Background: an optimization exercise with open tools, aiming at small area. Do not read the settings as production practice. At most, simulation tests tie the RTL to the original design; equivalence was not proved.

## main
// sys_array_top
module sys_array_top #(
  parameter  int unsigned SYS_ROW = 4,
  parameter  int unsigned SYS_COL = 4,
  parameter  int unsigned DATA_WIDTH = 16,
  localparam int unsigned PSUM_WIDTH = DATA_WIDTH * 2
) (
  input                             clk,
  input                             rstn,
  input                             en,
  input  [SYS_ROW-1:0]              w_invalid,
  input  [SYS_COL-1:0]              w_wen,
  input  [SYS_ROW*DATA_WIDTH-1:0]   in,
  input  [SYS_COL*DATA_WIDTH-1:0]   w_in,
  output [SYS_COL*PSUM_WIDTH-1:0]   psum_out,
  output [SYS_COL-1:0]              en_out
);
logic [0:SYS_ROW-1][DATA_WIDTH-1:0] in_arr;
logic [0:SYS_COL-1][DATA_WIDTH-1:0] w_in_arr;
logic [0:SYS_COL-1][PSUM_WIDTH-1:0] psum_arr;
genvar g;
generate
  for (g = 0; g < SYS_ROW; g = g + 1) begin : in_unpack
    assign in_arr[g] = in[g*DATA_WIDTH +: DATA_WIDTH];
  end
  for (g = 0; g < SYS_COL; g = g + 1) begin : col_unpack
    assign w_in_arr[g] = w_in[g*DATA_WIDTH +: DATA_WIDTH];
    assign psum_out[g*PSUM_WIDTH +: PSUM_WIDTH] = psum_arr[g];
  end
endgenerate
sys_array #(
  .SYS_ROW(SYS_ROW), .SYS_COL(SYS_COL), .DATA_WIDTH(DATA_WIDTH)
) SYS_ARR (
  .clk      (clk),
  .rstn     (rstn),
  .en       (en),
  .w_invalid(w_invalid),
  .w_wen    (w_wen),
  .in       (in_arr),
  ...
Size: about 150000 µm² of cells after synthesis.
Settings: LEC_CHECK=0, CAP_MARGIN=20, CORE_MARGIN=2, CORE_UTILIZATION=60, PLACE_DENSITY=0.7, SLEW_MARGIN=20, SYNTH_HIERARCHICAL=1, SYNTH_MINIMUM_KEEP_SIZE=0; clock period 10.0 ns.
run.sh (not shown) runs the stock make flow with config.mk's settings and CLKGATE_MAP_FILE= SYNTH_SCRIPT=/design/flow/synth_recipe.tcl, a recipe that flattens the netlist after the stock synthesis.
Relative to main, the following input files were edited for the feature branch:
diff --git a/flow/config.mk b/flow/config.mk
--- a/flow/config.mk
+++ b/flow/config.mk
@@ -8,6 +8,6 @@
 export CAP_MARGIN = 20
 export CORE_MARGIN = 2
-export CORE_UTILIZATION = 60
-export PLACE_DENSITY = 0.7
+export CORE_UTILIZATION = 40
+export PLACE_DENSITY = 0.6
 export SLEW_MARGIN = 20
 export SYNTH_HIERARCHICAL = 1
### Flow results
The feature branch has completed all stages; timing, DRC and antenna checks passed.
Compared with main, the feature branch shows a higher core box area.
main vs the feature branch, worst setup path startpoint: in[53] vs in[51]
| worst slack at placement | higher: main |
| clock-pin transition on the worst setup and hold timing paths | the feature branch vs main | ≈ equal |
No functional check of the RTL was part of any run of this note.

---

red:
Another version of the RTL of sys_array_top (not shown whole).
For scale: roughly 9700 cells after synthesis, about 270 I/O pins, roughly 120000 um^2 of cells after synthesis.
Settings: LEC_CHECK=0, CAP_MARGIN=20, CELL_PAD_IN_SITES_DETAIL_PLACEMENT=1, CORE_MARGIN=2, CORE_UTILIZATION=30, PLACE_DENSITY=0.45, SLEW_MARGIN=20, SYNTH_HIERARCHICAL=1, SYNTH_MINIMUM_KEEP_SIZE=0; clock period 10.0 ns.
red completed end to end with timing, DRC and antenna clean.
### red -> blue
- an added GPL_TIMING_DRIVEN of 0
==> flow/flow/run.sh (new file) <==
#!/bin/bash
# The standard layout (the standard.sh: standard synthesis, floorplan,
# placement, CTS, routing, finish) with these changes:
#  - the buffers that synthesis leaves (ABC's and the pass-through ones) are
#    removed at floorplan (REMOVE_ABC_BUFFERS=1), and global placement is not
#    timing driven (GPL_TIMING_DRIVEN=0 in config.mk), so it adds no buffers
#    of its own; later repair steps still fix slew, capacitance and timing;
#  - the port buffers are the smallest buffer (buf_1) instead of the
#    default choice (clkdlybuf4s50_1);
#  - clock tree synthesis without dummy loads.
# make's full output goes to flow.log; ORFS's own per-step logs stay under
# orfs/logs.
set -uo pipefail
bash standard.sh \
  "REMOVE_ABC_BUFFERS=1" \
  "CTS_ARGS=-sink_clustering_enable -repair_clock_nets -dont_use_dummy_load" \
  "BUFFER_PORTS_ARGS=-buffer_cell sky130_fd_sc_hd__buf_1" \
  finish > flow.log 2>&1
status=$?
tail -20 flow.log
exit $status
==> flow/standard.sh (new file) <==
#!/bin/bash
# synth_recipe.tcl (not shown) runs the flow's synth.tcl, then flattens the netlist and writes it again
# the make line also repeats each setting of config.mk as NAME=value (left out here)
make -C /OpenROAD-flow-scripts/flow DESIGN_CONFIG=/design/flow/config.mk WORK_HOME=/design/flow/orfs CLKGATE_MAP_FILE= SYNTH_SCRIPT=/design/flow/synth_recipe.tcl "${@:-finish}"
removed: flow/run.sh
Notes after the runs:
- Result for red and blue: all clean
- blue against red: wire length reported by the detailed router went down by 32 mm, critical-path maximum fanout went down by 1, time the worst path needs with I/O delays and setup went up by 0.30 ns, starting density of the core was more or less identical, number of logic stages on the critical path including buffering went down by 1.
- | number of non-filler instances in the completed layout | lower: blue |
- Between red and blue, routability-driven placement congestion ratio is higher for red, blue comes in under that.
- Diff red -> blue: total clock buffers created by CTS went up, transition time at the pin with the least slew margin went up.

## afterwards: timing with drivers on the ports
How much do the figures lean on ideal ports? The routed layouts below were timed once more, with nothing changed but the port constraints. Step 1 (the two cells are an assumption about what drives the block):
set clk [get_ports {clk}]
set_driving_cell -lib_cell sky130_fd_sc_hd__clkbuf_16 $clk
set_driving_cell -lib_cell sky130_fd_sc_hd__buf_2 [delete_from_list [all_inputs] $clk]
Step 2 also shifts input and output timing later by t, the mid clock arrival at the registers, as if the neighbouring blocks saw the same clock. Three values: ideal, step 1, step 2; two values: the first two.
run	t, ns	setup slack, ns	hold WS [ns]	worst setup path after step 2	latest minus earliest clock arrival (ns)
main	0.937	0.735 / 0.807 / -0.130	0.443 / 0.443 / 0.443	input to register	0.042 / 0.042
the feature branch	0.963	0.818 / 0.899 / -0.064	0.451 / 0.451 / 0.451	input to register	0.078 / 0.078
red	1.010	0.652 / 0.652 / 0.061	0.301 / 0.301 / 0.301	input to register	0.109 / 0.109
blue	0.976	0.351 / 0.426 / -0.551	0.321 / 0.321 / 0.321	input to register	0.097 / 0.097
With both steps, setup timing fails in main, the feature branch and blue, where it was met with ideal ports. For blue, which loses most, drivers alone change the setup slack by +0.075 ns; drivers and shift together by -0.902 ns.
